Background: an optimization exercise with open tools, aiming at small area, a short achievable clock period and few clock cycles per item. Do not read the settings as production practice.
No functional check of the RTL was part of any run shown here.
Power and IR drop assume default switching activity.

==> flow/design.v <==
`default_nettype none
module systolic_pe(
  clk, reset, cntrl,
  i_stb, o_stb, i_busy, o_busy,
  data_in, weight_in, acc_in,
  acc_out, data_out, weight_out
);
  input wire clk;
  input wire reset;
  input wire cntrl;
  input wire i_stb;
  input wire i_busy;
  input wire [7:0] data_in;
  input wire [7:0] weight_in;
  input wire [31:0] acc_in;
  output wire [31:0] acc_out;
  output wire [7:0] data_out;
  output wire [7:0] weight_out;
  output wire o_stb;
  output wire o_busy;
  reg valid;
  wire load = ~valid | ~i_busy;
  always @(posedge clk) begin
    if (reset) valid <= 1'b0;
    else if (load) valid <= i_stb;
  end
  assign o_stb  = valid;
  assign o_busy = valid;
  wire pp0_0 = data_in[0] & weight_in[0];
  wire pp0_1 = data_in[0] & weight_in[1];
  wire pp0_2 = data_in[0] & weight_in[2];
  wire pp0_3 = data_in[0] & weight_in[3];
  wire pp0_4 = data_in[0] & weight_in[4];
  wire pp0_5 = data_in[0] & weight_in[5];
  wire pp0_6 = data_in[0] & weight_in[6];
  wire pp0_7 = data_in[0] & weight_in[7];
  wire pp1_0 = data_in[1] & weight_in[0];
  wire pp1_1 = data_in[1] & weight_in[1];
  wire pp1_2 = data_in[1] & weight_in[2];
  wire pp1_3 = data_in[1] & weight_in[3];
  wire pp1_4 = data_in[1] & weight_in[4];
  wire pp1_5 = data_in[1] & weight_in[5];
  wire pp1_6 = data_in[1] & weight_in[6];
  wire pp1_7 = data_in[1] & weight_in[7];
  wire pp2_0 = data_in[2] & weight_in[0];
  wire pp2_1 = data_in[2] & weight_in[1];
  wire pp2_2 = data_in[2] & weight_in[2];
  wire pp2_3 = data_in[2] & weight_in[3];
  wire pp2_4 = data_in[2] & weight_in[4];
  wire pp2_5 = data_in[2] & weight_in[5];
  wire pp2_6 = data_in[2] & weight_in[6];
  wire pp2_7 = data_in[2] & weight_in[7];
  wire pp3_0 = data_in[3] & weight_in[0];
  wire pp3_1 = data_in[3] & weight_in[1];
  wire pp3_2 = data_in[3] & weight_in[2];
  wire pp3_3 = data_in[3] & weight_in[3];
  wire pp3_4 = data_in[3] & weight_in[4];
  wire pp3_5 = data_in[3] & weight_in[5];
  wire pp3_6 = data_in[3] & weight_in[6];
  wire pp3_7 = data_in[3] & weight_in[7];
  wire pp4_0 = data_in[4] & weight_in[0];
  wire pp4_1 = data_in[4] & weight_in[1];
  wire pp4_2 = data_in[4] & weight_in[2];
  wire pp4_3 = data_in[4] & weight_in[3];
  wire pp4_4 = data_in[4] & weight_in[4];
  wire pp4_5 = data_in[4] & weight_in[5];
  wire pp4_6 = data_in[4] & weight_in[6];
  wire pp4_7 = data_in[4] & weight_in[7];
  wire pp5_0 = data_in[5] & weight_in[0];
  wire pp5_1 = data_in[5] & weight_in[1];
  wire pp5_2 = data_in[5] & weight_in[2];
  wire pp5_3 = data_in[5] & weight_in[3];
  wire pp5_4 = data_in[5] & weight_in[4];
  wire pp5_5 = data_in[5] & weight_in[5];
  wire pp5_6 = data_in[5] & weight_in[6];
  wire pp5_7 = data_in[5] & weight_in[7];
  wire pp6_0 = data_in[6] & weight_in[0];
  wire pp6_1 = data_in[6] & weight_in[1];
  wire pp6_2 = data_in[6] & weight_in[2];
  wire pp6_3 = data_in[6] & weight_in[3];
  wire pp6_4 = data_in[6] & weight_in[4];
  wire pp6_5 = data_in[6] & weight_in[5];
  wire pp6_6 = data_in[6] & weight_in[6];
  wire pp6_7 = data_in[6] & weight_in[7];
  wire pp7_0 = data_in[7] & weight_in[0];
  wire pp7_1 = data_in[7] & weight_in[1];
  wire pp7_2 = data_in[7] & weight_in[2];
  wire pp7_3 = data_in[7] & weight_in[3];
  wire pp7_4 = data_in[7] & weight_in[4];
  wire pp7_5 = data_in[7] & weight_in[5];
  wire pp7_6 = data_in[7] & weight_in[6];
  wire pp7_7 = data_in[7] & weight_in[7];
  wire ha0_s = acc_in[5] ^ pp0_5;
  wire ha0_c = acc_in[5] & pp0_5;
  wire fa0_s = acc_in[6] ^ pp0_6 ^ pp1_5;
  wire fa0_c = (acc_in[6] & pp0_6) | (acc_in[6] & pp1_5) | (pp0_6 & pp1_5);
  wire ha1_s = pp2_4 ^ pp3_3;
  wire ha1_c = pp2_4 & pp3_3;
  wire fa1_s = acc_in[7] ^ pp0_7 ^ pp1_6;
  wire fa1_c = (acc_in[7] & pp0_7) | (acc_in[7] & pp1_6) | (pp0_7 & pp1_6);
  wire fa2_s = pp2_5 ^ pp3_4 ^ pp4_3;
  wire fa2_c = (pp2_5 & pp3_4) | (pp2_5 & pp4_3) | (pp3_4 & pp4_3);
  wire ha2_s = pp5_2 ^ pp6_1;
  wire ha2_c = pp5_2 & pp6_1;
  wire fa3_s = acc_in[8] ^ pp1_7 ^ pp2_6;
  wire fa3_c = (acc_in[8] & pp1_7) | (acc_in[8] & pp2_6) | (pp1_7 & pp2_6);
  wire fa4_s = pp3_5 ^ pp4_4 ^ pp5_3;
  wire fa4_c = (pp3_5 & pp4_4) | (pp3_5 & pp5_3) | (pp4_4 & pp5_3);
  wire ha3_s = pp6_2 ^ pp7_1;
  wire ha3_c = pp6_2 & pp7_1;
  wire fa5_s = acc_in[9] ^ pp2_7 ^ pp3_6;
  wire fa5_c = (acc_in[9] & pp2_7) | (acc_in[9] & pp3_6) | (pp2_7 & pp3_6);
  wire fa6_s = pp4_5 ^ pp5_4 ^ pp6_3;
  wire fa6_c = (pp4_5 & pp5_4) | (pp4_5 & pp6_3) | (pp5_4 & pp6_3);
  wire fa7_s = acc_in[10] ^ pp3_7 ^ pp4_6;
  wire fa7_c = (acc_in[10] & pp3_7) | (acc_in[10] & pp4_6) | (pp3_7 & pp4_6);
  wire ha4_s = acc_in[3] ^ pp0_3;
  wire ha4_c = acc_in[3] & pp0_3;
  wire fa8_s = acc_in[4] ^ pp0_4 ^ pp1_3;
  wire fa8_c = (acc_in[4] & pp0_4) | (acc_in[4] & pp1_3) | (pp0_4 & pp1_3);
  wire ha5_s = pp2_2 ^ pp3_1;
  wire ha5_c = pp2_2 & pp3_1;
  wire fa9_s = pp1_4 ^ pp2_3 ^ pp3_2;
  wire fa9_c = (pp1_4 & pp2_3) | (pp1_4 & pp3_2) | (pp2_3 & pp3_2);
  wire fa10_s = pp4_1 ^ pp5_0 ^ ha0_s;
  wire fa10_c = (pp4_1 & pp5_0) | (pp4_1 & ha0_s) | (pp5_0 & ha0_s);
  wire fa11_s = pp4_2 ^ pp5_1 ^ pp6_0;
  wire fa11_c = (pp4_2 & pp5_1) | (pp4_2 & pp6_0) | (pp5_1 & pp6_0);
  wire fa12_s = ha0_c ^ ha1_s ^ fa0_s;
  wire fa12_c = (ha0_c & ha1_s) | (ha0_c & fa0_s) | (ha1_s & fa0_s);
  wire fa13_s = pp7_0 ^ ha1_c ^ ha2_s;
  wire fa13_c = (pp7_0 & ha1_c) | (pp7_0 & ha2_s) | (ha1_c & ha2_s);
  wire fa14_s = fa0_c ^ fa1_s ^ fa2_s;
  wire fa14_c = (fa0_c & fa1_s) | (fa0_c & fa2_s) | (fa1_s & fa2_s);
  wire fa15_s = ha2_c ^ ha3_s ^ fa1_c;
  wire fa15_c = (ha2_c & ha3_s) | (ha2_c & fa1_c) | (ha3_s & fa1_c);
  wire fa16_s = fa2_c ^ fa3_s ^ fa4_s;
  wire fa16_c = (fa2_c & fa3_s) | (fa2_c & fa4_s) | (fa3_s & fa4_s);
  wire fa17_s = pp7_2 ^ ha3_c ^ fa3_c;
  wire fa17_c = (pp7_2 & ha3_c) | (pp7_2 & fa3_c) | (ha3_c & fa3_c);
  wire fa18_s = fa4_c ^ fa5_s ^ fa6_s;
  wire fa18_c = (fa4_c & fa5_s) | (fa4_c & fa6_s) | (fa5_s & fa6_s);
  wire fa19_s = pp5_5 ^ pp6_4 ^ pp7_3;
  wire fa19_c = (pp5_5 & pp6_4) | (pp5_5 & pp7_3) | (pp6_4 & pp7_3);
  wire fa20_s = fa5_c ^ fa6_c ^ fa7_s;
  wire fa20_c = (fa5_c & fa6_c) | (fa5_c & fa7_s) | (fa6_c & fa7_s);
  wire fa21_s = acc_in[11] ^ pp4_7 ^ pp5_6;
  wire fa21_c = (acc_in[11] & pp4_7) | (acc_in[11] & pp5_6) | (pp4_7 & pp5_6);
  wire fa22_s = pp6_5 ^ pp7_4 ^ fa7_c;
  wire fa22_c = (pp6_5 & pp7_4) | (pp6_5 & fa7_c) | (pp7_4 & fa7_c);
  wire fa23_s = acc_in[12] ^ pp5_7 ^ pp6_6;
  wire fa23_c = (acc_in[12] & pp5_7) | (acc_in[12] & pp6_6) | (pp5_7 & pp6_6);
  wire ha6_s = acc_in[2] ^ pp0_2;
  wire ha6_c = acc_in[2] & pp0_2;
  wire fa24_s = pp1_2 ^ pp2_1 ^ pp3_0;
  wire fa24_c = (pp1_2 & pp2_1) | (pp1_2 & pp3_0) | (pp2_1 & pp3_0);
  wire fa25_s = pp4_0 ^ ha4_c ^ ha5_s;
  wire fa25_c = (pp4_0 & ha4_c) | (pp4_0 & ha5_s) | (ha4_c & ha5_s);
  wire fa26_s = ha5_c ^ fa8_c ^ fa9_s;
  wire fa26_c = (ha5_c & fa8_c) | (ha5_c & fa9_s) | (fa8_c & fa9_s);
  wire fa27_s = fa9_c ^ fa11_s ^ fa10_c;
  wire fa27_c = (fa9_c & fa11_s) | (fa9_c & fa10_c) | (fa11_s & fa10_c);
  wire fa28_s = fa11_c ^ fa13_s ^ fa12_c;
  wire fa28_c = (fa11_c & fa13_s) | (fa11_c & fa12_c) | (fa13_s & fa12_c);
  wire fa29_s = fa13_c ^ fa15_s ^ fa14_c;
  wire fa29_c = (fa13_c & fa15_s) | (fa13_c & fa14_c) | (fa15_s & fa14_c);
  wire fa30_s = fa15_c ^ fa17_s ^ fa16_c;
  wire fa30_c = (fa15_c & fa17_s) | (fa15_c & fa16_c) | (fa17_s & fa16_c);
  wire fa31_s = fa19_s ^ fa17_c ^ fa18_c;
  wire fa31_c = (fa19_s & fa17_c) | (fa19_s & fa18_c) | (fa17_c & fa18_c);
  wire fa32_s = fa19_c ^ fa21_s ^ fa22_s;
  wire fa32_c = (fa19_c & fa21_s) | (fa19_c & fa22_s) | (fa21_s & fa22_s);
  wire fa33_s = pp7_5 ^ fa21_c ^ fa23_s;
  wire fa33_c = (pp7_5 & fa21_c) | (pp7_5 & fa23_s) | (fa21_c & fa23_s);
  wire fa34_s = acc_in[13] ^ pp6_7 ^ pp7_6;
  wire fa34_c = (acc_in[13] & pp6_7) | (acc_in[13] & pp7_6) | (pp6_7 & pp7_6);
  wire ha7_s = acc_in[1] ^ pp0_1;
  wire ha7_c = acc_in[1] & pp0_1;
  wire fa35_s = pp1_1 ^ pp2_0 ^ ha6_s;
  wire fa35_c = (pp1_1 & pp2_0) | (pp1_1 & ha6_s) | (pp2_0 & ha6_s);
  wire fa36_s = ha6_c ^ ha4_s ^ fa24_s;
  wire fa36_c = (ha6_c & ha4_s) | (ha6_c & fa24_s) | (ha4_s & fa24_s);
  wire fa37_s = fa24_c ^ fa8_s ^ fa25_s;
  wire fa37_c = (fa24_c & fa8_s) | (fa24_c & fa25_s) | (fa8_s & fa25_s);
  wire fa38_s = fa25_c ^ fa10_s ^ fa26_s;
  wire fa38_c = (fa25_c & fa10_s) | (fa25_c & fa26_s) | (fa10_s & fa26_s);
  wire fa39_s = fa26_c ^ fa12_s ^ fa27_s;
  wire fa39_c = (fa26_c & fa12_s) | (fa26_c & fa27_s) | (fa12_s & fa27_s);
  wire fa40_s = fa14_s ^ fa27_c ^ fa28_s;
  wire fa40_c = (fa14_s & fa27_c) | (fa14_s & fa28_s) | (fa27_c & fa28_s);
  wire fa41_s = fa16_s ^ fa28_c ^ fa29_s;
  wire fa41_c = (fa16_s & fa28_c) | (fa16_s & fa29_s) | (fa28_c & fa29_s);
  wire fa42_s = fa18_s ^ fa29_c ^ fa30_s;
  wire fa42_c = (fa18_s & fa29_c) | (fa18_s & fa30_s) | (fa29_c & fa30_s);
  wire fa43_s = fa20_s ^ fa30_c ^ fa31_s;
  wire fa43_c = (fa20_s & fa30_c) | (fa20_s & fa31_s) | (fa30_c & fa31_s);
  wire fa44_s = fa20_c ^ fa32_s ^ fa31_c;
  wire fa44_c = (fa20_c & fa32_s) | (fa20_c & fa31_c) | (fa32_s & fa31_c);
  wire fa45_s = fa22_c ^ fa33_s ^ fa32_c;
  wire fa45_c = (fa22_c & fa33_s) | (fa22_c & fa32_c) | (fa33_s & fa32_c);
  wire fa46_s = fa23_c ^ fa34_s ^ fa33_c;
  wire fa46_c = (fa23_c & fa34_s) | (fa23_c & fa33_c) | (fa34_s & fa33_c);
  wire fa47_s = acc_in[14] ^ pp7_7 ^ fa34_c;
  wire fa47_c = (acc_in[14] & pp7_7) | (acc_in[14] & fa34_c) | (pp7_7 & fa34_c);
  wire [16:0] row0 = {1'b0, fa47_c, fa46_c, fa45_c, fa44_c, fa43_c, fa42_c, fa41_c, fa40_c, fa39_c, fa38_c, fa37_c, fa36_c, fa35_c, ha7_c, pp1_0, acc_in[0]};
  wire [16:0] row1 = {1'b0, acc_in[15], fa47_s, fa46_s, fa45_s, fa44_s, fa43_s, fa42_s, fa41_s, fa40_s, fa39_s, fa38_s, fa37_s, fa36_s, fa35_s, ha7_s, pp0_0};
  wire top = row0[16] | row1[16];
  reg [7:0]  data_r;
  reg [7:0]  weight_r;
  reg [15:0] acc_hi_r;
  wire [8:0] sum_lo = row0[7:0] + row1[7:0];
  reg  [7:0] sum_lo_r;
  reg  [16:8] row0_r;
  reg  [15:8] row1_r;
  reg  cin_r;
  always @(posedge clk) begin
    if (load) begin
      data_r   <= data_in;
      weight_r <= weight_in;
      acc_hi_r <= acc_in[31:16];
      sum_lo_r <= sum_lo[7:0];
      cin_r    <= sum_lo[8];
      row0_r   <= {top, row0[15:8]};
      row1_r   <= row1[15:8];
    end
  end
  wire [9:0] mid = {row0_r[15:8], cin_r} + {row1_r[15:8], cin_r};
  wire inc = mid[9] | row0_r[16];
  wire [15:0] all1;
  assign all1[0] = 1'b1;
  assign all1[1] = &acc_hi_r[0:0];
  assign all1[2] = &acc_hi_r[1:0];
  assign all1[3] = &acc_hi_r[2:0];
  assign all1[4] = &acc_hi_r[3:0];
  assign all1[5] = &acc_hi_r[4:0];
  assign all1[6] = &acc_hi_r[5:0];
  assign all1[7] = &acc_hi_r[6:0];
  assign all1[8] = &acc_hi_r[7:0];
  assign all1[9] = &acc_hi_r[8:0];
  assign all1[10] = &acc_hi_r[9:0];
  assign all1[11] = &acc_hi_r[10:0];
  assign all1[12] = &acc_hi_r[11:0];
  assign all1[13] = &acc_hi_r[12:0];
  assign all1[14] = &acc_hi_r[13:0];
  assign all1[15] = &acc_hi_r[14:0];
  wire [15:0] hi = acc_hi_r ^ (all1 & {16{inc}});
  assign acc_out    = {hi, mid[8:1], sum_lo_r};
  assign data_out   = data_r;
  assign weight_out = weight_r;
endmodule
==> flow/flow/run.sh <==
#!/bin/bash
# The standard layout, with two changes: Yosys's synth runs without its quick
# internal abc pass (so the full adders extract without inverters; the final
# abc mapping still runs), and the port buffers are plain buffer cells.
set -euo pipefail
export SYNTH_ARGS="-noabc"
export BUFFER_PORTS_ARGS="-buffer_cell sky130_fd_sc_hd__buf_2"
bash standard.sh finish > standard_flow.log 2>&1
==> flow/standard.sh <==
#!/bin/bash
# synth_recipe.tcl (not shown) runs the flow's synth.tcl, then flattens the netlist and writes it again
# the make line also repeats each setting of config.mk as NAME=value (left out here)
make -C /OpenROAD-flow-scripts/flow DESIGN_CONFIG=/design/flow/config.mk WORK_HOME=/design/flow/orfs CLKGATE_MAP_FILE= SYNTH_SCRIPT=/design/flow/synth_recipe.tcl "${@:-finish}"
==> flow/config.mk <==
export PLATFORM = sky130hd
export DESIGN_NAME = systolic_pe
export DESIGN_NICKNAME = systolic_pe
export VERILOG_FILES = /design/flow/design.v
export SDC_FILE = /design/flow/constraint.sdc
export NUM_CORES = 4
export LEC_CHECK = 0
export CAP_MARGIN = 20
export CORE_MARGIN = 2
export CORE_UTILIZATION = 40
export SETUP_SLACK_MARGIN = 0
export SLEW_MARGIN = 20
==> flow/constraint.sdc <==
create_clock -name core_clock -period 5.0 [get_ports {clk}]
set_input_delay 1.0000 -clock core_clock [delete_from_list [all_inputs] [get_ports {clk}]]
set_output_delay 1.0000 -clock core_clock [all_outputs]
set_load 0.01 [all_outputs]
==> flow_summary.toml, run 1 <==
[placed_design]
gp_congestion = 0.786
placement.io_buffers = 101
place.detailed.hpwl_um = 6370
dp_slack_ns = 1.00
dp.cells = 537
place_area_um2 = 4780

[yosys]
synth_warnings = 1
syn-num-nets = 430
syn-cell-area_um2 = 4120
synth_common_cells = "and2_1 (64), edfxtp_1 (57), fa_1 (50)"
syn_inst = 302
async_reset_ff_frac = 0
ys_seq_elements = 58
ys_seq_area_frac = 0.420
synth_edf_count = 57
yosys.cell_count.top_type = "and2_1"
synth.top_cell.area_share = 0.415
yosys.area.top_type = "edfxtp_1"
synth_cell_types = 30
ys.flop_type = "edfxtp_1"
yosys-top-cells-area = "edfxtp_1 (42%), fa_1 (24%), and2_1 (9.7%), ha_1 (7.6%), xnor2_1 (5.1%)"
avgSynthCellArea_um2 = 13.7

[critical_path]
crit_path_max_fanout = 9
critPathRequiredTime_ns = 5.08
cp_slowest_cell = "fa_1"
start_kind = "input pin"
critical_path.startpoint = "weight_in[5]"
cp-end-kind = "flop"
path_cells = "buf_2 -> and2_1 -> ha_1 -> fa_1 -> fa_1 -> fa_1 -> ha_1 -> o41ai_1 -> xnor2_1"
worst-setup-path-type = "input pin to flop"
r2r_start = "valid$_SDFFE_PP0P_"
worst_ep_arrival_time_ns = 3.71
slowest_delay_ns = 0.55
crit_buf_inv = 1
critPathTopFamily = "adder cells"
critPathMostFrequentCell = "fa_1"

[pwr]
pwr-share-seq = 0.325
p_leak_nw = 2.19
internal-power_mw = 1.43
switching_share = 0.340
clkPwrFrac = 0.253
ir_drop_v = 0.000201
comb_power_share = 0.422
p_per_area_nw_per_um2 = 430
switching_power_uw = 735

[clock_network]
clkTransAtPathRegs_ns = 0.08
htreeDepth = 3
post-cts-setup-buffer-count = 0
cts_inserted_buffers = 9
cts_sinks = 58
clock_latency_ns = 0.34
clock_path_buffers = 2
cts_root_buf = "clkbuf_8"
hold_buffers = 0
cts_tree = "done"
post_cts_resized = 0

[timing]
relSlewSlack = 0.519
fmax_mhz = 276
min_period_ns = 3.63
skew_ns = 0.0108
hold_violations = 0
fin_tns_setup_ns = 0
setup_ws_ns = 1.37
rsz0062_at_grt = "false"
hold_ws_ns = 0.545
finalMaxSlewViolations = 0
worst_pin_slew_ns = 0.721
setup_viol = 0
fin_crit_sh = 0.726

[drt]
ant_nets = 0
vias = 2615
wire_per_inst_um = 14.8
drtIter0Drc = 82
drc = 0
wirelength_um = 8160
dr.pass1.iters = 4
vias_per_cell = 4.73

[die]
initial_core_util = 0.405
fp.dieW_um = 106
boundaryPins = 103
fp.dieArea_um2 = 11100
rows = 37
fp.dieH_um = 106
core_area_um2 = 10200

[global_routing]
grt_start_max_net_pins = 58
grt_antenna_before_repair = 0
grt_usage = 0.154
grt_pass1_vias = 2723
grt_pass1_wl_um = 13200
grt_remaining_overflow = 0

[worst_hold_path]
hold_path.class = "flop to flop"
worstHoldStart = "valid$_SDFFE_PP0P_"

[outcome]
status = "no timing/DRC/antenna violations"

[finish]
layout-drive-gt1-share = 0.300
fin_area_um2 = 5030
areaGrowthSynthToFinish_pct = 21.9
n_antenna_cell = 0
final_cells = 553
nNetsFinal = 540

[flow_run]
max_cap_viol_count = 0
==> stage by stage <==
| stage | power [mW] | utilization |
|---|---|---|
| 6_report | 2.16 | 0.494 |
| 5_1_grt | 2.32 | 0.494 |
| 4_1_cts | 2.19 | 0.494 |
| 3_5_place_dp | 1.63 | 0.469 |
| 3_3_place_gp | 1.62 | 0.469 |
| 2_1_floorplan | 1.33 | - |
==> power groups by stage <==
stage / clock, mW / combinational (mW) / sequential [mW]
final: 0.546 / 0.913 / 0.703
after global routing: 0.582 / 1.02 / 0.713
after CTS: 0.560 / 0.925 / 0.706
after detailed placement: 0 / 0.918 / 0.716
after global placement: 0 / 0.905 / 0.713
after floorplan: 0 / 0.604 / 0.729
==> worst reg2reg max path, delay by kind of cell, from the launching register on <==
| kind | cells | cell delay [ns] |
|---|---|---|
| AND/OR/NAND/NOR | 1 | 0.06 |
| buffers and inverters | 1 | 0.55 |
| flip-flops | 1 | 0.34 |
==> worst paths after layout <==
check                                        endpoint  slack, ns  cells after the start
worst min register to register     valid$_SDFFE_PP0P_       0.55                      2
worst max register to register  weight_r[6]$_DFFE_PP_       3.64                      2
worst min-delay path               valid$_SDFFE_PP0P_       0.55                      2
worst max-delay path            sum_lo_r[7]$_DFFE_PP_       1.37                      9
==> layout by cell type (no fill, tap or decap), types with 2 or more instances in the layout <==
master,netlist,routed
bufinv_16,0,3
buf_2,0,101
nand4_1,4,4
fa_1,50,50
nand2_1,8,7
a31oi_1,2,2
clkbuf_8,0,9
nand2_2,1,2
edfxtp_1,57,57
xnor2_1,24,24
and2_1,64,64
o21a_1,3,3
o21ai_0,4,4
nand3_1,7,7
nor2_1,15,15
nor2b_1,5,5
clkinv_4,0,3
a21oi_1,9,9
ha_1,25,25
and3_2,2,2
xor2_1,4,4
and3_1,4,4
nor3_1,2,2
==> final cells by class <==
class / instances / area [um2]
tap: 136 / 170
timing repair buffer: 102 / 513
sequential: 58 / 1730
fill: 926 / 5160
clock inverter: 7 / 125
clock buffer: 9 / 124
multi-input combinational: 241 / 2360
==> sequential cells by signal (all words and copies together), names as in the netlist <==
signal,flops
acc_hi_r,16
data_r,8
row0_r,8
row1_r,8
sum_lo_r,8
weight_r,8
cin_r,1
valid,1
==> layer usage <==
metal,GRT usage,part of all wire,vias up
met3,0.0346,0.058,5
li1,-,-,1265
met1,0.216,0.47,1258
met5,0,0,-
met4,0.0423,0.0037,0
met2,0.243,0.46,87
==> cells by family (layout without fill, tap and decap cells) <==
logic type,Yosys count,in the layout,share of synthesized area
AOI/OAI and AO/OA,22,22,0.0334
xor gates and xnor gates,28,28,0.0595
and+or+nand+nor,116,116,0.161
adders and majority gates,75,75,0.319
buffers and inverters,3,118,0.00728
DFF,58,58,0.420
==> run 2: changes to the inputs <==
--- a/flow/config.mk
+++ b/flow/config.mk
@@ -10,3 +10,3 @@
 export CORE_UTILIZATION = 40
 export SETUP_SLACK_MARGIN = 0
-export SLEW_MARGIN = 20
+export SLEW_MARGIN = 70
==> run 2 against run 1 <==
  * Combinational power hardly changed
  * Clock power hardly changed
  * Critical path depth stayed put
  * Total power is 0.11% higher
  * Clock skew is 0.0050 ns lower
  * Non-clock buffer count is 1 higher
  * Routed wire length is 1.6% higher
  * Global-route usage is 0.24 points higher
==> flow_summary.toml, run 2 <==
[yosys]
synth_common_cells = "and2_1 (64), edfxtp_1 (57), fa_1 (50)"
yosys.area.top_type = "edfxtp_1"
avgSynthCellArea_um2 = 13.7
async_reset_ff_frac = 0
synth_cell_types = 30
ys.flop_type = "edfxtp_1"
ys_seq_elements = 58
syn_inst = 302
yosys-top-cells-area = "edfxtp_1 (42%), fa_1 (24%), and2_1 (9.7%), ha_1 (7.6%), xnor2_1 (5.1%)"
yosys.cell_count.top_type = "and2_1"
synth_warnings = 1
synth_edf_count = 57
syn-num-nets = 430
synth.top_cell.area_share = 0.415
ys_seq_area_frac = 0.420
syn-cell-area_um2 = 4120

[clock_network]
clkTransAtPathRegs_ns = 0.08
cts_inserted_buffers = 9
cts_tree = "done"
cts_sinks = 58
post-cts-setup-buffer-count = 0
cts_root_buf = "clkbuf_8"
clock_latency_ns = 0.34
clock_path_buffers = 2
htreeDepth = 3
post_cts_resized = 0
hold_buffers = 0

[timing]
relSlewSlack = 0.752
finalMaxSlewViolations = 0
worst_pin_slew_ns = 0.367
fin_tns_setup_ns = 0
hold_violations = 0
fmax_mhz = 277
setup_viol = 0
fin_crit_sh = 0.723
skew_ns = 0.00579
min_period_ns = 3.61
rsz0062_at_grt = "false"

[drt]
vias = 2632
wirelength_um = 8300
drc = 0
vias_per_cell = 4.75
wire_per_inst_um = 15.0
ant_nets = 0
drtIter0Drc = 101
dr.pass1.iters = 4

[die]
fp.dieW_um = 106
boundaryPins = 103
fp.dieArea_um2 = 11100
core_area_um2 = 10200
rows = 37
fp.dieH_um = 106
initial_core_util = 0.405

[finish]
nNetsFinal = 541
layout-drive-gt1-share = 0.301
final_common_cell = "buf_2"
final_util = 0.496
final_cell_mix = "buf_2 (101), and2_1 (64), edfxtp_1 (57)"
final_cells = 554
areaGrowthSynthToFinish_pct = 22.6
largest_reg_flops = 16
top_register = "acc_hi_r"
n_antenna_cell = 0

[pwr]
p_per_area_nw_per_um2 = 428
p_leak_nw = 2.20
finalPower_mw = 2.16
ir_drop_v = 0.000203

[critical_path]
cp-end-kind = "flop"
worst-setup-path-type = "input pin to flop"
crit_path_max_fanout = 9
critPathRequiredTime_ns = 5.08
worst_ep_arrival_time_ns = 3.70
start_kind = "input pin"

[global_routing]
grt_remaining_overflow = 0
grt_start_max_net_pins = 58
grt_pass1_wl_um = 13400
grt_pass1_vias = 2794
grt_usage = 0.157
grt_antenna_before_repair = 0

[flow_run]
max_cap_viol_count = 0

[placed_design]
dp.cells = 537
gp_congestion = 0.786
place.detailed.hpwl_um = 6410
placement.io_buffers = 101

[worst_hold_path]
hold_path.class = "flop to flop"

[outcome]
status = "no timing/DRC/antenna violations"
[run 2: worst paths after layout]
kind | startpoint | endpoint | slack (ns) | cells past startpoint
worst max-delay path | weight_in[5] | sum_lo_r[7]$_DFFE_PP_ | 1.39 | 9
worst min-delay path | valid$_SDFFE_PP0P_ | valid$_SDFFE_PP0P_ | 0.58 | 2
worst max register to register | valid$_SDFFE_PP0P_ | sum_lo_r[1]$_DFFE_PP_ | 3.81 | 3
worst min register to register | valid$_SDFFE_PP0P_ | valid$_SDFFE_PP0P_ | 0.58 | 2
[run 2: layout make-up]
| cell class | count | area (um2) |
|---|---|---|
| fill | 926 | 5130 |
| multi-input combinational | 241 | 2360 |
| sequential | 58 | 1730 |
| timing repair buffer | 103 | 541 |
| tap | 136 | 170 |
| clock inverter | 7 | 125 |
| clock buffer | 9 | 124 |
[run 2: where the power goes]
group | switching (mW) | internal, mW | leakage (nW)
clock network | 0.212 | 0.335 | 0.124
logic | 0.489 | 0.427 | 1.47
registers | 0.0350 | 0.667 | 0.605
[run 2: logic make-up (layout without fill, tap and decap cells)]
| group | count (synthesis) | count (layout) | synth area share |
|---|---|---|---|
| buffers and inverters | 3 | 119 | 0.00728 |
| AO/OA/AOI/OAI | 22 | 22 | 0.0334 |
| AND/OR/NAND/NOR | 116 | 116 | 0.161 |
| adder cells (fa/ha/maj) | 75 | 75 | 0.319 |
| XOR/XNOR | 28 | 28 | 0.0595 |
| flip-flops | 58 | 58 | 0.420 |
[run 2: worst max-delay path, cell delays in order]
cell     delay, ns
buf_2         0.15
and2_1        0.17
ha_1          0.28
fa_1          0.39
fa_1          0.55
fa_1          0.42
ha_1          0.22
o41ai_1       0.42
xnor2_1       0.10
[run 2: per-stage QoR]
step	hold slack [ns]	setup slack (ns)	cell area (um2)
final	0.576	1.39	5050
after global routing	0.641	1.23	5050
after CTS	0.581	1.39	5030
after detailed placement	0.568	1.01	4790
after global placement	0.523	1.03	4780
after floorplan	0.549	1.33	4120
[run 2: layer usage]
metal / vias up / part of all wire / global-route usage
met2: 79 / 0.47 / 0.249
met4: 0 / 0.0053 / 0.0461
li1: 1267 / - / -
met1: 1282 / 0.47 / 0.213
met5: - / 0 / 0
met3: 4 / 0.055 / 0.0402
==> run 3: changes to the inputs <==
--- a/flow/config.mk
+++ b/flow/config.mk
@@ -10,3 +10,3 @@
 export CORE_UTILIZATION = 40
 export SETUP_SLACK_MARGIN = 0
-export SLEW_MARGIN = 70
+export SLEW_MARGIN = 85
==> run 3 against run 2 <==
  * Via count is 2.0% higher
  * Clock-buffer cell count unchanged
  * Cell count rose by 1.1%
  * Setup slack lost 0.88 ns
  * Largest power group unchanged
  * Clock skew is 0.0076 ns higher
  * Core utilization is 1.4 points higher
  * Synthesized area did not move
  * Die area did not move
  * Critical endpoint unchanged
  * Critical path type unchanged
==> flow_summary.toml, run 3 <==
[yosys]
async_reset_ff_frac = 0
syn_inst = 302
synth.area.mux_share = 0
synth_warnings = 1
avgSynthCellArea_um2 = 13.7
yosys.cell_count.top_type = "and2_1"
synth-simple-area-share = 0.161
synth-xor-area-share = 0.0595
ys.flop_type = "edfxtp_1"
ys_seq_elements = 58
synth.top_cell.area_share = 0.415
synth_cell_types = 30
ys_seq_area_frac = 0.420
syn-num-nets = 430
synth_common_cells = "and2_1 (64), edfxtp_1 (57), fa_1 (50)"
syn-cell-area_um2 = 4120
synth_edf_count = 57
yosys-top-cells-area = "edfxtp_1 (42%), fa_1 (24%), and2_1 (9.7%), ha_1 (7.6%), xnor2_1 (5.1%)"
synth_top_family_by_area = "adder cells"
yosys.area_share.adder = 0.319
yosys.area.top_type = "edfxtp_1"
synth_compound_area_frac = 0.0334

[critical_path]
r2r_start = "valid$_SDFFE_PP0P_"
timing.critical_path.to = "sum_lo_r[7]$_DFFE_PP_"
worst-r2r-cell-count = 4
critPathMostFrequentCell = "fa_1"
cp_num_cells = 13
path_cells = "buf_2 -> and2_1 -> ha_1 -> fa_1 -> fa_1 -> fa_1 -> ha_1 -> o21ai_0 -> nand2b_1 -> o41ai_2 -> clkdlybuf4s50_1 -> clkdlybuf4s50_1 -> xnor2_1"
reg2reg_to = "sum_lo_r[1]$_DFFE_PP_"
ff2ff_setup_slack_ns = 3.78
cp_slowest_cell = "fa_1"
slowest_delay_ns = 0.55
crit_buf_inv = 3
crit_path_max_fanout = 9
worst-setup-path-type = "input pin to flop"
start_kind = "input pin"
critPathTopFamily = "adder cells"
cp-end-kind = "flop"
critPathRequiredTime_ns = 5.09
worst_ep_arrival_time_ns = 4.58
critical_path.startpoint = "weight_in[5]"

[global_routing]
grt_antenna_before_repair = 0
grt_remaining_overflow = 0
grt_pass1_wl_um = 13500
grt_pass1_vias = 2819
grt_usage = 0.155
grt_start_max_net_pins = 19

[finish]
n_antenna_cell = 0
largest_reg_flops = 16
final_common_cell = "buf_2"
layout-drive-gt1-share = 0.323
top_register = "acc_hi_r"
final_util = 0.511
nNetsFinal = 547
final_cell_mix = "buf_2 (101), and2_1 (64), edfxtp_1 (57)"
areaGrowthSynthToFinish_pct = 26.2

[clock_network]
clock_latency_ns = 0.34
cts_tree = "done"
cts_root_buf = "clkbuf_8"
post_cts_resized = 0
hold_buffers = 0
cts_inserted_buffers = 9
cts_sinks = 58
post-cts-setup-buffer-count = 0
htreeDepth = 3
clock_path_buffers = 2
clkTransAtPathRegs_ns = 0.08

[pwr]
ir_drop_v = 0.000188
p_per_area_nw_per_um2 = 430
switching_power_uw = 755
pwr-share-seq = 0.314
comb_power_share = 0.444
clkPwrFrac = 0.242
internal-power_mw = 1.48
switching_share = 0.338
p_leak_nw = 2.25

[placed_design]
dp_slack_ns = 0.141
place.detailed.hpwl_um = 6650
gp_congestion = 0.786
placement.io_buffers = 101

[worst_hold_path]
hold_path.class = "flop to flop"

[die]
fp.dieArea_um2 = 11100
initial_core_util = 0.405
fp.dieH_um = 106
boundaryPins = 103
core_area_um2 = 10200
fp.dieW_um = 106
rows = 37

[timing]
worst_pin_slew_ns = 0.219
setup_ws_ns = 0.510
hold_ws_ns = 0.571
fmax_mhz = 223
hold_violations = 0
min_period_ns = 4.49
fin_tns_setup_ns = 0
finalMaxSlewViolations = 0
fin_crit_sh = 0.898
relSlewSlack = 0.853
setup_viol = 0
rsz0062_at_grt = "false"
skew_ns = 0.0134

[drt]
ant_nets = 0
dr.pass1.iters = 4
wirelength_um = 8320
drc = 0
vias = 2684
wire_per_inst_um = 14.9
drtIter0Drc = 88
vias_per_cell = 4.79

[outcome]
status = "no timing/DRC/antenna violations"

[flow_run]
max_cap_viol_count = 0
-- run 3: cell counts after synthesis --
No cell type changed its count.
-- run 3: tightest hold or removal path, stage by stage (launching register included) --
cell	delay (ns)
dfxtp_1	0.34
a21oi_1	0.14
nor2_1	0.05
-- run 3: layout make-up --
cell class	instances	area [um2]
clock inverters	7	125
well taps	136	170
multi-input cells	241	2420
flip-flops and latches	58	1730
clock buffers	9	124
repair buffers	109	631
fillers	923	4980
-- run 3: metal layers --
layer,vias to the layer above,wire length [um],GRT usage
li1,1284,-,-
met3,4,401,0.0322
met2,77,3890,0.247
met4,0,31,0.0470
met5,-,0,0
met1,1319,4000,0.216
-- run 3: power by group through the flow --
stage	logic [mW]	registers [mW]	clock network [mW]
6_report	0.993	0.703	0.542
5_1_grt	1.11	0.713	0.582
4_1_cts	0.992	0.705	0.559
3_5_place_dp	0.988	0.716	0
3_3_place_gp	0.905	0.713	0
2_1_floorplan	0.604	0.729	0
-- run 3: cell families after synthesis --
group,count (synthesis)
AOI/OAI and AO/OA,22
adders and majority gates,75
buffers and inverters,3
xor gates and xnor gates,28
and+or+nand+nor,116
DFF,58
-- run 3: metrics by stage --
| stage | instances | power (mW) | area, um2 |
|---|---|---|---|
| 2_1_floorplan | 302 | 1.33 | 4120 |
| 3_3_place_gp | 537 | 1.62 | 4780 |
| 3_5_place_dp | 544 | 1.70 | 4930 |
| 4_1_cts | 560 | 2.26 | 5180 |
| 5_1_grt | 560 | 2.40 | 5200 |
| 6_report | 560 | 2.24 | 5200 |
-- run 3: how the worst min path moves through the flow --
stage	from	endpoint	cells past startpoint
global placement	valid$_SDFFE_PP0P_	valid$_SDFFE_PP0P_	2
global route	valid$_SDFFE_PP0P_	valid$_SDFFE_PP0P_	2
CTS	valid$_SDFFE_PP0P_	valid$_SDFFE_PP0P_	2
detailed placement	valid$_SDFFE_PP0P_	valid$_SDFFE_PP0P_	2
floorplan	valid$_SDFFE_PP0P_	valid$_SDFFE_PP0P_	2
finish	valid$_SDFFE_PP0P_	valid$_SDFFE_PP0P_	2
==> run 4: changes to the inputs <==
--- a/flow/config.mk
+++ b/flow/config.mk
@@ -9,4 +9,4 @@
 export CORE_MARGIN = 2
 export CORE_UTILIZATION = 40
-export SETUP_SLACK_MARGIN = 0
-export SLEW_MARGIN = 85
+export SETUP_SLACK_MARGIN = 1.5
+export SLEW_MARGIN = 20
==> run 4 against run 3 <==
  * Still clean
  * Worst hold slack got worse by 0.018 ns
  * Non-clock buffer count decreased by 3
  * Sequential power about the same
  * Sequential share of layout area decreased by 0.22 points
  * Via count decreased by 2.2%
  * Core utilization increased by 0.34 points
  * Clock-buffer cell count unchanged
  * Critical path type unchanged
==> flow_summary.toml, run 4 <==
[critical_path]
worst_ep_arrival_time_ns = 3.55
critPathMostFrequentCell = "fa_1"
slowest_delay_ns = 0.57
worst-setup-path-type = "input pin to flop"
start_kind = "input pin"
critPathTopFamily = "adder cells"
cp_slowest_cell = "fa_1"
crit_buf_inv = 1
critPathRequiredTime_ns = 5.07
critical_path.startpoint = "data_in[0]"
crit_path_max_fanout = 7
cp-end-kind = "flop"
r2r_start = "valid$_SDFFE_PP0P_"
path_cells = "buf_12 -> and2_4 -> fa_1 -> fa_2 -> fa_1 -> fa_1 -> ha_4 -> nor2_1 -> a21oi_1"

[yosys]
syn-num-nets = 430
synth_edf_count = 57
synth_common_cells = "and2_1 (64), edfxtp_1 (57), fa_1 (50)"
syn_inst = 302
synth_compound_area_frac = 0.0334
synth_cell_types = 30
yosys.cell_count.top_type = "and2_1"
ys_seq_elements = 58
synth.area.mux_share = 0
avgSynthCellArea_um2 = 13.7
synth-simple-area-share = 0.161
ys_seq_area_frac = 0.420
ys.flop_type = "edfxtp_1"
synth.top_cell.area_share = 0.415
syn-cell-area_um2 = 4120
yosys.area_share.adder = 0.319
synth_warnings = 1
synth-xor-area-share = 0.0595
async_reset_ff_frac = 0
yosys-top-cells-area = "edfxtp_1 (42%), fa_1 (24%), and2_1 (9.7%), ha_1 (7.6%), xnor2_1 (5.1%)"
synth_top_family_by_area = "adder cells"
yosys.area.top_type = "edfxtp_1"

[global_routing]
grt_start_max_net_pins = 58
grt_usage = 0.155
grt_antenna_before_repair = 0
grt_remaining_overflow = 0
grt_pass1_wl_um = 13400
grt_pass1_vias = 2761

[finish]
areaGrowthSynthToFinish_pct = 27.0
top_register = "acc_hi_r"
largest_reg_flops = 16
nNetsFinal = 544
n_antenna_cell = 0
final_common_cell = "buf_2"
final_util = 0.514
final_cell_mix = "buf_2 (91), and2_1 (58), edfxtp_1 (57)"
layout-drive-gt1-share = 0.354

[clock_network]
cts_root_buf = "clkbuf_8"
cts_inserted_buffers = 9
cts_sinks = 58
cts_tree = "done"
htreeDepth = 3
clock_latency_ns = 0.33
hold_buffers = 0
clkTransAtPathRegs_ns = 0.08
clock_path_buffers = 2

[outcome]
status = "no timing/DRC/antenna violations"

[die]
rows = 37
fp.dieH_um = 106
initial_core_util = 0.405
core_area_um2 = 10200
fp.dieW_um = 106
fp.dieArea_um2 = 11100
boundaryPins = 103

[drt]
wirelength_um = 8320
dr.pass1.iters = 4
drtIter0Drc = 131
ant_nets = 0
vias = 2624
drc = 0
wire_per_inst_um = 14.9
vias_per_cell = 4.71

[timing]
fin_tns_setup_ns = 0
hold_violations = 0
skew_ns = 0.0158
setup_viol = 0
finalMaxSlewViolations = 0
fin_crit_sh = 0.695
worst_pin_slew_ns = 0.709
relSlewSlack = 0.527
min_period_ns = 3.48
rsz0062_at_grt = "true"
fmax_mhz = 288

[placed_design]
placement.io_buffers = 101
gp_congestion = 0.802
place.detailed.hpwl_um = 6480

[worst_hold_path]
hold_path.class = "flop to flop"
worstHoldStart = "valid$_SDFFE_PP0P_"

[flow_run]
max_cap_viol_count = 0

[pwr]
p_leak_nw = 2.24
p_per_area_nw_per_um2 = 438
ir_drop_v = 0.000196
[run 4: per-stage QoR]
step / hold slack [ns] / instance area, um2 / worst slack, ns / power [mW] / instances
finish: 0.553 / 5240 / 1.52 / 2.29 / 557
global route: 0.581 / 5240 / 1.47 / 2.46 / 557
CTS: 0.562 / 5080 / 1.50 / 2.22 / 553
detailed placement: 0.549 / 4820 / 1.15 / 1.67 / 537
global placement: 0.517 / 4820 / 1.14 / 1.65 / 537
floorplan: 0.549 / 4170 / 1.41 / 1.36 / 302
[run 4: power breakdown]
group | switching, mW | internal, mW | total [mW]
registers | 0.0363 | 0.668 | 0.704
logic | 0.540 | 0.513 | 1.05
clock network | 0.199 | 0.335 | 0.534
[run 4: kinds of logic after synthesis]
family                     count (synthesis)
AOI/OAI and AO/OA                         22
xor gates and xnor gates                  28
adders and majority gates                 75
buffers and inverters                      3
DFF                                       58
and+or+nand+nor                          116
[run 4: worst paths after layout]
path | to | cells past startpoint | slack, ns
setup / recovery | cin_r$_DFFE_PP_ | 9 | 1.52
hold / removal | valid$_SDFFE_PP0P_ | 2 | 0.55
setup reg to reg | row0_r[0]$_DFFE_PP_ | 2 | 3.64
hold reg to reg | valid$_SDFFE_PP0P_ | 2 | 0.55
[run 4: layer usage]
| layer | global-route usage | share of wire |
|---|---|---|
| met5 | 0 | 0 |
| met4 | 0.0536 | 0.0058 |
| met3 | 0.0204 | 0.039 |
| met2 | 0.257 | 0.50 |
| met1 | 0.210 | 0.46 |
[run 4: cell type report]
| cell class | instances | area (um2) |
|---|---|---|
| clock buffers | 9 | 124 |
| clock inverters | 7 | 125 |
| fillers | 920 | 4950 |
| multi-input cells | 241 | 2490 |
| flip-flops and latches | 58 | 1730 |
| well taps | 136 | 170 |
| repair buffers | 106 | 599 |
[run 4: worst register-to-register path, delay by kind of cell, from the launching register on]
kind / cells / cell delay, ns
AND/OR/NAND/NOR: 1 / 0.06
buffers and inverters: 1 / 0.57
flip-flops: 1 / 0.34
[run 4: what timing repair did]
item                                   4_1_cts  5_1_grt
buffers inserted                             0        4
setup endpoints to repair                    3        4
endpoints found under the hold margin        0        0
pin swaps                                    1       24
gates resized for setup                      2       42
==> run 5: changes to the inputs <==
--- a/flow/flow/run.sh
+++ b/flow/flow/run.sh
@@ -5,4 +5,4 @@
 set -euo pipefail
 export SYNTH_ARGS="-noabc"
-export BUFFER_PORTS_ARGS="-buffer_cell sky130_fd_sc_hd__buf_2"
+export BUFFER_PORTS_ARGS="-buffer_cell sky130_fd_sc_hd__buf_1"
 bash standard.sh finish > standard_flow.log 2>&1
==> run 5 against run 4 <==
  * Routed wire length is 2.8% higher
  * Critical endpoint is now sum_lo_r[7]$_DFFE_PP_
  * Via count is 1.2% higher
  * Still clean on timing, DRC and antenna
  * Highest routed layer unchanged
  * Clock skew is 0.00060 ns lower
==> flow_summary.toml, run 5 <==
[outcome]
status = "no timing/DRC/antenna violations"

[critical_path]
critPathRequiredTime_ns = 5.08
worst-setup-path-type = "input pin to flop"
start_kind = "input pin"
worst_ep_arrival_time_ns = 3.58
cp-end-kind = "flop"
crit_path_max_fanout = 9

[finish]
areaGrowthSynthToFinish_pct = 23.1
layout-drive-gt1-share = 0.143
final_cell_mix = "buf_1 (85), and2_1 (62), edfxtp_1 (57)"
final_cells = 556
largest_reg_flops = 16
nNetsFinal = 543
top_register = "acc_hi_r"
n_antenna_cell = 0
final_common_cell = "buf_1"

[global_routing]
grt_usage = 0.162
met2_usage = 0.267
grt_use_met1 = 0.213
grt_pass1_wl_um = 13800
grt_antenna_before_repair = 0
grt_start_max_net_pins = 58
grtUsageMet3 = 0.0278
grt_pass1_vias = 2820
grt_busiest_layer = "met2"
grt_remaining_overflow = 0

[clock_network]
cts_inserted_buffers = 9
clock_latency_ns = 0.35
hold_buffers = 0
clkTransAtPathRegs_ns = 0.08
cts_tree = "done"
cts_sinks = 58
cts_root_buf = "clkbuf_8"
htreeDepth = 3
clock_path_buffers = 2

[timing]
worst_pin_slew_ns = 0.718
relSlewSlack = 0.521
finalMaxSlewViolations = 0
hold_violations = 0
fin_crit_sh = 0.699
fin_tns_setup_ns = 0
skew_ns = 0.0152
setup_viol = 0
rsz0062_at_grt = "true"
min_period_ns = 3.50
fmax_mhz = 286

[placed_design]
dp.cells = 537
placement.io_buffers = 101
place.detailed.hpwl_um = 6350
gp_congestion = 0.764

[pwr]
comb_power_share = 0.447
ir_drop_v = 0.000179
internal-power_mw = 1.47
switching_share = 0.351
clkPwrFrac = 0.240
p_leak_nw = 1.98
switching_power_uw = 795
p_per_area_nw_per_um2 = 446
finalPower_mw = 2.26
pwr-share-seq = 0.313

[yosys]
synth.top_cell.area_share = 0.415
syn-cell-area_um2 = 4120
ys_seq_area_frac = 0.420
yosys-top-cells-area = "edfxtp_1 (42%), fa_1 (24%), and2_1 (9.7%), ha_1 (7.6%), xnor2_1 (5.1%)"
ys_seq_elements = 58
yosys.cell_count.top_type = "and2_1"
synth_cell_types = 30
syn_inst = 302
yosys.area.top_type = "edfxtp_1"
synth_warnings = 1
synth_edf_count = 57
ys.flop_type = "edfxtp_1"
async_reset_ff_frac = 0
syn-num-nets = 430
synth_common_cells = "and2_1 (64), edfxtp_1 (57), fa_1 (50)"
avgSynthCellArea_um2 = 13.7

[drt]
ant_nets = 0
wire_per_inst_um = 15.4
wirelength_um = 8560
dr.pass1.iters = 6
drtIter0Drc = 96
vias = 2656
drc = 0
vias_per_cell = 4.78

[flow_run]
max_cap_viol_count = 0

[die]
initial_core_util = 0.405
fp.dieW_um = 106
core_area_um2 = 10200
fp.dieH_um = 106
fp.dieArea_um2 = 11100
rows = 37
boundaryPins = 103

[worst_hold_path]
hold_path.class = "flop to flop"
==> run 5: cell counts after synthesis <==
No cell type changed its count.
==> run 5: cell families after synthesis <==
kind of cell             Yosys count  synth area share
AO/OA/AOI/OAI                     22            0.0334
adder cells (fa/ha/maj)           75             0.319
buffers and inverters              3           0.00728
XOR/XNOR                          28            0.0595
AND/OR/NAND/NOR                  116             0.161
flip-flops                        58             0.420
==> run 5: path summary, 6_finish.rpt <==
path | startpoint | to | slack (ns) | cells past startpoint
setup / recovery | weight_in[5] | sum_lo_r[7]$_DFFE_PP_ | 1.50 | 11
hold / removal | valid$_SDFFE_PP0P_ | valid$_SDFFE_PP0P_ | 0.55 | 2
setup reg to reg | valid$_SDFFE_PP0P_ | sum_lo_r[4]$_DFFE_PP_ | 3.63 | 2
hold reg to reg | valid$_SDFFE_PP0P_ | valid$_SDFFE_PP0P_ | 0.55 | 2
==> run 5: layout make-up <==
type                            instances  area [um2]
Sequential cell                        58        1730
Fill cell                             948        5110
Timing Repair Buffer                  104         429
Multi-Input combinational cell        242        2500
Clock inverter                          7         125
Tap cell                              136         170
Clock buffer                            9         124
==> run 5: layer usage <==
layer,vias to the layer above,share of wire
li1,1277,-
met1,1299,0.45
met2,69,0.49
met3,11,0.038
met4,0,0.018
met5,-,0
==> run 5: per-stage QoR <==
| stage | instance area [um2] | hold WS, ns | utilization | worst slack, ns |
|---|---|---|---|---|
| floorplan | 4170 | 0.549 | - | 1.41 |
| global placement | 4690 | 0.521 | 0.461 | 0.998 |
| detailed placement | 4690 | 0.542 | 0.461 | 0.975 |
| CTS | 4970 | 0.554 | 0.488 | 1.49 |
| global route | 5080 | 0.590 | 0.498 | 1.46 |
| finish | 5080 | 0.551 | 0.498 | 1.50 |
==> run 5: critical path, stage by stage <==
cell and delay [ns]:
buf_4 0.15, and2_4 0.17, ha_4 0.23, fa_2 0.35, fa_1 0.53, fa_1 0.46
ha_4 0.30, o21ai_1 0.06, nand2b_1 0.11, o41ai_4 0.09, xnor2_1 0.13
==> run 5: power by group through the flow <==
stage	logic (mW)	clock network, mW	registers [mW]
final	1.01	0.544	0.708
after global routing	1.13	0.582	0.719
after floorplan	0.628	0	0.729
after global placement	0.890	0	0.714
after CTS	0.922	0.560	0.708
after detailed placement	0.906	0	0.717
==> run 5: repair_timing <==
action / 4_1_cts / 5_1_grt
buffers inserted: 0 / 2
cloned: 0 / 1
gates resized for setup: 16 / 21
endpoints found under the hold margin: 0 / 0
pin swaps: 1 / 14
endpoints found under the setup margin: 5 / 12
==> run 6: changes to the inputs <==
--- a/flow/flow/run.sh
+++ b/flow/flow/run.sh
@@ -6,3 +6,4 @@
 export SYNTH_ARGS="-noabc"
 export BUFFER_PORTS_ARGS="-buffer_cell sky130_fd_sc_hd__buf_1"
+export CTS_ARGS="-sink_clustering_enable -repair_clock_nets -dont_use_dummy_load"
 bash standard.sh finish > standard_flow.log 2>&1
==> run 6 against run 5 <==
  * Total power fell by 9.7%
  * Cell count fell by 1.3%
  * Clock skew rose by 0.0015 ns
  * Sequential share of layout area rose by 0.44 points
  * Still clean on timing, DRC and antenna
  * Largest cell class unchanged
  * Highest routed layer unchanged
  * Core utilization fell by 0.64 points
  * Synthesized cell count did not move
  * Combinational power barely moved
==> flow_summary.toml, run 6 <==
[drt]
drc = 0
wire_per_inst_um = 15.7
wirelength_um = 8620
ant_nets = 0
vias_per_cell = 4.81
dr.pass1.iters = 4
vias = 2641
drtIter0Drc = 70

[critical_path]
path_cells = "buf_6 -> and2_4 -> fa_1 -> fa_1 -> fa_1 -> ha_4 -> o21ai_2 -> nand2b_1 -> o41ai_4 -> xnor2_1"
start_kind = "input pin"
crit_buf_inv = 1
slowest_delay_ns = 0.61
critPathTopFamily = "adder cells"
cp-end-kind = "flop"
crit_path_max_fanout = 9
worst_ep_arrival_time_ns = 3.53
worst-setup-path-type = "input pin to flop"
critPathRequiredTime_ns = 5.06
critPathMostFrequentCell = "fa_1"
cp_slowest_cell = "fa_1"

[clock_network]
clkTransAtPathRegs_ns = 0.07
clock_latency_ns = 0.34
cts_root_buf = "clkbuf_8"
cts_tree = "done"
cts_inserted_buffers = 9
cts_sinks = 58
htreeDepth = 3
hold_buffers = 0
clock_path_buffers = 2

[timing]
fin_crit_sh = 0.694
worst_pin_slew_ns = 0.716
rsz0062_at_grt = "true"
fmax_mhz = 288
setup_viol = 0
fin_tns_setup_ns = 0
setup_ws_ns = 1.53
finalMaxSlewViolations = 0
hold_violations = 0
min_period_ns = 3.47
hold_ws_ns = 0.546
relSlewSlack = 0.523
skew_ns = 0.0167

[die]
fp.dieH_um = 106
initial_core_util = 0.405
fp.dieArea_um2 = 11100
rows = 37
core_area_um2 = 10200
fp.dieW_um = 106
boundaryPins = 103

[yosys]
ys_seq_area_frac = 0.420
syn-num-nets = 430
synth-simple-area-share = 0.161
yosys.area_share.adder = 0.319
synth_compound_area_frac = 0.0334
ys.flop_type = "edfxtp_1"
avgSynthCellArea_um2 = 13.7
synth_cell_types = 30
async_reset_ff_frac = 0
ys_seq_elements = 58
synth.top_cell.area_share = 0.415
synth_warnings = 1
synth_edf_count = 57
synth_common_cells = "and2_1 (64), edfxtp_1 (57), fa_1 (50)"
synth.area.mux_share = 0
synth-xor-area-share = 0.0595
yosys.area.top_type = "edfxtp_1"
syn_inst = 302
synth_top_family_by_area = "adder cells"
syn-cell-area_um2 = 4120
yosys.cell_count.top_type = "and2_1"
yosys-top-cells-area = "edfxtp_1 (42%), fa_1 (24%), and2_1 (9.7%), ha_1 (7.6%), xnor2_1 (5.1%)"

[global_routing]
grt_antenna_before_repair = 0
grt_pass1_vias = 2799
grt_usage = 0.161
grt_remaining_overflow = 0
grt_start_max_net_pins = 58
grt_pass1_wl_um = 13800

[finish]
fin_area_um2 = 5010
final_util = 0.492
fillers = 950
final_cell_mix = "buf_1 (85), and2_1 (59), edfxtp_1 (57)"
layout-drive-gt1-share = 0.136
n_antenna_cell = 0
final_common_cell = "buf_1"
largest_reg_flops = 16
top_register = "acc_hi_r"
nNetsFinal = 543
areaGrowthSynthToFinish_pct = 21.5

[placed_design]
dp_slack_ns = 0.975
place_area_um2 = 4690
placement.io_buffers = 101
place.detailed.hpwl_um = 6350
gp_congestion = 0.764

[pwr]
p_leak_nw = 1.94
p_per_area_nw_per_um2 = 408
ir_drop_v = 0.000142

[flow_run]
max_cap_viol_count = 0

[worst_hold_path]
hold_path.class = "flop to flop"

[outcome]
status = "no timing/DRC/antenna violations"
## run 6: power by group
part	internal, mW	switching, mW	total, mW	leakage (nW)
clock network	0.159	0.160	0.320	0.0647
logic	0.469	0.546	1.02	1.27
registers	0.669	0.0393	0.708	0.605
## run 6: logic make-up (layout without fill, tap and decap cells)
logic type / Yosys count / in the layout
flip-flops: 58 / 58
adder cells (fa/ha/maj): 75 / 75
buffers and inverters: 3 / 113
AO/OA/AOI/OAI: 22 / 22
AND/OR/NAND/NOR: 116 / 117
XOR/XNOR: 28 / 28
## run 6: worst register-to-register path, delay by kind of cell (launching register included)
family	cells	cell delay, ns
simple gates	1	0.06
buf+inv	1	0.57
flops	1	0.34
## run 6: area by class of cell
| class | count | area (um2) | share of cell area |
|---|---|---|---|
| Multi-Input combinational cell | 242 | 2510 | 0.502 |
| Sequential cell | 58 | 1730 | 0.346 |
| Timing Repair Buffer | 104 | 472 | 0.0941 |
| Tap cell | 136 | 170 | 0.0340 |
| Clock buffer | 9 | 124 | 0.0247 |
## run 6: worst paths after layout
| path | cells after the start | slack (ns) | from | end |
|---|---|---|---|---|
| hold / removal | 2 | 0.55 | valid$_SDFFE_PP0P_ | valid$_SDFFE_PP0P_ |
| setup / recovery | 10 | 1.53 | data_in[3] | sum_lo_r[7]$_DFFE_PP_ |
| setup reg to reg | 2 | 3.63 | valid$_SDFFE_PP0P_ | row0_r[0]$_DFFE_PP_ |
| hold reg to reg | 2 | 0.55 | valid$_SDFFE_PP0P_ | valid$_SDFFE_PP0P_ |
## run 6: repair_timing
item	in CTS	in global routing
gates resized for setup	17	44
setup endpoints to repair	4	10
endpoints found under the hold margin	0	0
pin swaps	1	14
gates cloned	0	1
setup buffers	0	2
## run 6: routing by layer
metal,track usage,part of all wire,vias up
met5,0,0,-
met4,0.0667,0.016,0
met3,0.0284,0.043,11
met2,0.266,0.50,68
met1,0.212,0.44,1295
li1,-,-,1267
## run 6: metrics by stage
step	total power, mW	instances
floorplan	1.36	302
global placement	1.60	537
detailed placement	1.62	537
CTS	1.98	546
global route	2.21	549
finish	2.04	549
==> run 7: changes to the inputs <==
--- a/flow/config.mk
+++ b/flow/config.mk
@@ -9,4 +9,4 @@
 export CORE_MARGIN = 2
 export CORE_UTILIZATION = 40
-export SETUP_SLACK_MARGIN = 1.5
+export SETUP_SLACK_MARGIN = 1.3
 export SLEW_MARGIN = 20
==> run 7 against run 6 <==
  * Total power decreased by 6.1%
  * Cell count down 0.55%
  * Flip-flop and latch count stayed put
  * Synthesized area unchanged
  * Clock-buffer cell count stayed put
==> flow_summary.toml, run 7 <==
[outcome]
status = "no timing/DRC/antenna violations"

[timing]
worst_pin_slew_ns = 0.734
setup_ws_ns = 1.39
min_period_ns = 3.61
skew_ns = 0.0154
relSlewSlack = 0.511
finalMaxSlewViolations = 0
hold_ws_ns = 0.548
setup_viol = 0
fin_tns_setup_ns = 0
rsz0062_at_grt = "false"
fmax_mhz = 277
fin_crit_sh = 0.721
hold_violations = 0

[global_routing]
grt_pass1_vias = 2810
grt_usage = 0.161
grt_start_max_net_pins = 58
grt_remaining_overflow = 0
grt_antenna_before_repair = 0
grt_pass1_wl_um = 13700

[die]
initial_core_util = 0.405
fp.dieW_um = 106
fp.dieH_um = 106
core_area_um2 = 10200
fp.dieArea_um2 = 11100
boundaryPins = 103
rows = 37

[drt]
drc = 0
wire_per_inst_um = 15.3
vias_per_cell = 4.81
vias = 2627
wirelength_um = 8380
ant_nets = 0
drtIter0Drc = 113
dr.pass1.iters = 4

[placed_design]
dp_slack_ns = 0.907
placement.io_buffers = 101
gp_congestion = 0.776
place_area_um2 = 4650
place.detailed.hpwl_um = 6390

[yosys]
syn-cell-area_um2 = 4120
avgSynthCellArea_um2 = 13.7
synth.top_cell.area_share = 0.415
async_reset_ff_frac = 0
synth_warnings = 1
syn_inst = 302
ys.flop_type = "edfxtp_1"
syn-num-nets = 430
ys_seq_area_frac = 0.420
yosys.cell_count.top_type = "and2_1"
synth_edf_count = 57
ys_seq_elements = 58
yosys.area.top_type = "edfxtp_1"
synth_common_cells = "and2_1 (64), edfxtp_1 (57), fa_1 (50)"
synth_cell_types = 30
yosys-top-cells-area = "edfxtp_1 (42%), fa_1 (24%), and2_1 (9.7%), ha_1 (7.6%), xnor2_1 (5.1%)"

[flow_run]
max_cap_viol_count = 0

[finish]
largest_reg_flops = 16
layout-drive-gt1-share = 0.0732
areaGrowthSynthToFinish_pct = 16.7
final_common_cell = "buf_1"
multiInputGateArea_um2 = 2390
fin_area_um2 = 4810
top_register = "acc_hi_r"
n_antenna_cell = 0
final_cell_mix = "buf_1 (91), and2_1 (64), edfxtp_1 (57)"
regArea_um2 = 1730
nNetsFinal = 540
fillers = 946

[critical_path]
reg2reg_to = "sum_lo_r[3]$_DFFE_PP_"
worst-setup-path-type = "input pin to flop"
worst-r2r-cell-count = 2
slowest_delay_ns = 0.52
start_kind = "input pin"
critPathMostFrequentCell = "fa_1"
r2r_start = "valid$_SDFFE_PP0P_"
ff2ff_setup_slack_ns = 3.61
worst_ep_arrival_time_ns = 3.68
critPathTopFamily = "adder cells"
path_cells = "buf_2 -> and2_1 -> ha_1 -> fa_1 -> fa_1 -> fa_1 -> ha_4 -> o21ai_0 -> nand2b_1 -> o41ai_2 -> xnor2_1"
crit_path_max_fanout = 9
cp-end-kind = "flop"
cp_slowest_cell = "fa_1"
critPathRequiredTime_ns = 5.07
crit_buf_inv = 1

[clock_network]
cts_root_buf = "clkbuf_8"
htreeDepth = 3
post-cts-setup-buffer-count = 0
clock_latency_ns = 0.33
hold_buffers = 0
cts_sinks = 58
clkTransAtPathRegs_ns = 0.06
clock_path_buffers = 2
cts_inserted_buffers = 9
cts_tree = "done"

[pwr]
finalPower_mw = 1.92
p_leak_nw = 1.88
p_per_area_nw_per_um2 = 399
ir_drop_v = 0.000138

[worst_hold_path]
hold-path-cell-count = 2
worstHoldStart = "valid$_SDFFE_PP0P_"
hold_path.class = "flop to flop"
whs_endpoint = "valid$_SDFFE_PP0P_"
==> run 7: cell counts after synthesis <==
No cell type changed its count.
==> run 7: stage by stage <==
step,std cells,utilization
after floorplan,302,-
after global placement,537,0.457
after detailed placement,537,0.457
after CTS,546,0.469
after global routing,546,0.472
final,546,0.472
==> run 7: cell type report <==
type / count / area share
multi-input cells: 241 / 0.496
flip-flops and latches: 58 / 0.360
repair buffers: 102 / 0.0830
well taps: 136 / 0.0354
clock buffers: 9 / 0.0257
==> run 7: repair_timing <==
item / CTS / global route
gates cloned: 0 / 0
resized for setup: 3 / 10
setup endpoints to repair: 2 / 2
pin swaps: 0 / 2
==> run 7: worst max path at each step <==
stage                                   start                     to  slack (ns)  cells after the start
after global placement           weight_in[5]  sum_lo_r[7]$_DFFE_PP_        0.93                      9
after floorplan                  weight_in[5]  sum_lo_r[7]$_DFFE_PP_        1.33                      8
after CTS                          data_in[0]  sum_lo_r[7]$_DFFE_PP_        1.34                      8
after global routing      row0_r[0]$_DFFE_PP_            acc_out[17]        1.32                      9
final                            weight_in[5]  sum_lo_r[7]$_DFFE_PP_        1.39                     11
after detailed placement         weight_in[5]  sum_lo_r[7]$_DFFE_PP_        0.91                      9
==> run 7: worst min-delay path: stages, from the launching register on <==
cell	delay [ns]
dfxtp_1	0.33
a21oi_1	0.13
nor2_1	0.05
==> run 7: kinds of logic after synthesis <==
group | synth area share
adders and majority gates | 0.319
AOI/OAI and AO/OA | 0.0334
and+or+nand+nor | 0.161
DFF | 0.420
xor gates and xnor gates | 0.0595
buffers and inverters | 0.00728
==> run 7: power by group <==
part | internal (mW) | switching [mW] | leakage (nW)
Sequential | 0.668 | 0.0360 | 0.605
Clock | 0.159 | 0.163 | 0.0647
Combinational | 0.397 | 0.497 | 1.21
Total | 1.22 | 0.695 | 1.88
==> run 7: per-layer routing <==
| metal | part of all wire | track usage |
|---|---|---|
| met1 | 0.49 | 0.219 |
| met2 | 0.46 | 0.256 |
| met3 | 0.039 | 0.0272 |
| met4 | 0.012 | 0.0658 |
| met5 | 0 | 0 |
==> run 8: changes to the inputs <==
--- a/flow/config.mk
+++ b/flow/config.mk
@@ -6,7 +6,8 @@
 export NUM_CORES = 4
 export LEC_CHECK = 0
+export ABC_AREA = 1
 export CAP_MARGIN = 20
 export CORE_MARGIN = 2
 export CORE_UTILIZATION = 40
-export SETUP_SLACK_MARGIN = 1.3
+export SETUP_SLACK_MARGIN = 1.5
 export SLEW_MARGIN = 20
==> run 8 against run 7 <==
  * Still clean on timing, DRC and antenna
  * Total power increased by 7.8%
  * Sequential share of layout area decreased by 3.5 points
  * Setup slack improved by 0.080 ns
  * Worst hold slack improved by 0.27 ns
  * Critical path depth increased by 2
  * Flip-flop and latch count unchanged
  * Largest power group unchanged
  * Highest routed layer unchanged
==> flow_summary.toml, run 8 <==
[yosys]
yosys.cell_count.top_type = "nand2_1"
syn-cell-area_um2 = 4500
synth_cell_types = 27
synth.top_cell.area_share = 0.381
synth-simple-area-share = 0.171
yosys.area_share.adder = 0.292
synth_edf_count = 57
syn_inst = 473
avgSynthCellArea_um2 = 9.51
async_reset_ff_frac = 0
synth_top_family_by_area = "adder cells"
synth_common_cells = "nand2_1 (143), inv_1 (95), edfxtp_1 (57)"
synth.area.mux_share = 0
yosys-top-cells-area = "edfxtp_1 (38%), fa_1 (22%), nand2_1 (12%), inv_1 (7.9%), ha_1 (7.0%)"
ys.flop_type = "edfxtp_1"

[placed_design]
place.detailed.hpwl_um = 7330
place_area_um2 = 5030
placement.io_buffers = 101

[critical_path]
worst-setup-path-type = "input pin to flop"
crit_buf_inv = 3
critPathTopFamily = "adder cells"
cp_slowest_cell = "fa_1"
path_cells = "buf_2 -> nand2_1 -> inv_1 -> fa_1 -> fa_1 -> fa_1 -> ha_4 -> inv_2 -> o21bai_1 -> a31oi_1 -> nand2_1 -> nand2_1 -> nand2_1"
cp-end-kind = "flop"
worst_ep_arrival_time_ns = 3.62
critPathRequiredTime_ns = 5.09
slowest_delay_ns = 0.57
critPathMostFrequentCell = "nand2_1"
crit_path_max_fanout = 9

[die]
initial_core_util = 0.413
rows = 38
fp.dieArea_um2 = 12100
core_area_um2 = 10900
fp.dieW_um = 110

[clock_network]
hold_buffers = 0
cts_root_buf = "clkbuf_8"
htreeDepth = 3
clock_path_buffers = 2
cts_sinks = 58
cts_tree = "done"

[timing]
skew_ns = 0.00527
fmax_mhz = 284
worst_pin_slew_ns = 0.706
hold_violations = 0
setup_viol = 0
fin_tns_setup_ns = 0
relSlewSlack = 0.528
finalMaxSlewViolations = 0
fin_crit_sh = 0.705
rsz0062_at_grt = "true"

[finish]
final_util = 0.490
largest_reg_flops = 16
final_common_cell = "nand2_1"
areaGrowthSynthToFinish_pct = 18.6
final_cells = 713
layout-drive-gt1-share = 0.106
fillers = 1030
top_register = "acc_hi_r"
n_antenna_cell = 0
fin_area_um2 = 5340

[global_routing]
grt_remaining_overflow = 0
grt_antenna_before_repair = 0
grt_usage = 0.164

[drt]
vias = 3366
wire_per_inst_um = 13.7
wirelength_um = 9740
drtIter0Drc = 252
ant_nets = 0

[flow_run]
max_cap_viol_count = 0

[pwr]
p_leak_nw = 2.74

[outcome]
status = "no timing/DRC/antenna violations"
==> run 8: changes by cell type in the layout (fill, tap and decap cells not counted), moves of 5 or more <==
cell	change
nand2_2	+5
inv_2	+7
and2_1	-64
xnor2_1	-23
buf_4	+8
nor2b_1	-5
nand3_1	+16
clkbuf_2	-6
nand2_1	+131
inv_1	+91
buf_6	+5
xor2_1	+8
==> run 8: final timing paths <==
kind / startpoint / endpoint / slack [ns] / cells past startpoint
setup / recovery: data_in[4] / sum_lo_r[7]$_DFFE_PP_ / 1.47 / 13
hold / removal: reset / valid$_SDFFE_PP0P_ / 0.82 / 2
setup reg to reg: valid$_SDFFE_PP0P_ / sum_lo_r[4]$_DFFE_PP_ / 3.31 / 2
hold reg to reg: valid$_SDFFE_PP0P_ / valid$_SDFFE_PP0P_ / 1.02 / 2
==> run 8: logic make-up after synthesis <==
logic type / Yosys count
flops: 58
simple gates: 191
buf+inv: 118
xor+xnor: 13
compound gates: 18
fa+ha+maj: 75
==> run 8: power breakdown <==
part / total (mW) / internal, mW / switching (mW)
Combinational: 1.03 / 0.422 / 0.612
Clock: 0.329 / 0.160 / 0.169
Sequential: 0.706 / 0.667 / 0.0384
==> run 8: timing repair <==
action                     CTS  global route
setup endpoints to repair    5             5
setup buffers                0             7
gates cloned                 0             1
pin swaps                    2             4
gates resized for setup     15            33
==> run 8: final cells by class <==
class	count	area, um2	area share
multi-input combinational	298	2420	0.454
sequential	58	1730	0.325
timing repair buffer	110	515	0.0966
inverter	98	368	0.0689
tap	140	175	0.0328
clock buffer	9	124	0.0232
==> run 8: worst register-to-register path, cell delays in order (launching register included) <==
cell     delay [ns]
dfxtp_1        0.32
nand2_2        0.53
buf_4          0.49
==> run 8: through the flow <==
stage	power (mW)	worst slack (ns)
after floorplan	1.46	1.29
after global placement	1.69	0.869
after detailed placement	1.72	0.843
after CTS	2.06	1.44
after global routing	2.26	1.38
final	2.07	1.47
==> run 8: routing by layer <==
metal  GRT usage  vias to the layer above  wire [um]
li1            -                     1647          -
met2       0.274                      120       4620
met4      0.0542                        0        117
met3      0.0459                       10        820
met5           0                        -          0
met1       0.206                     1589       4180
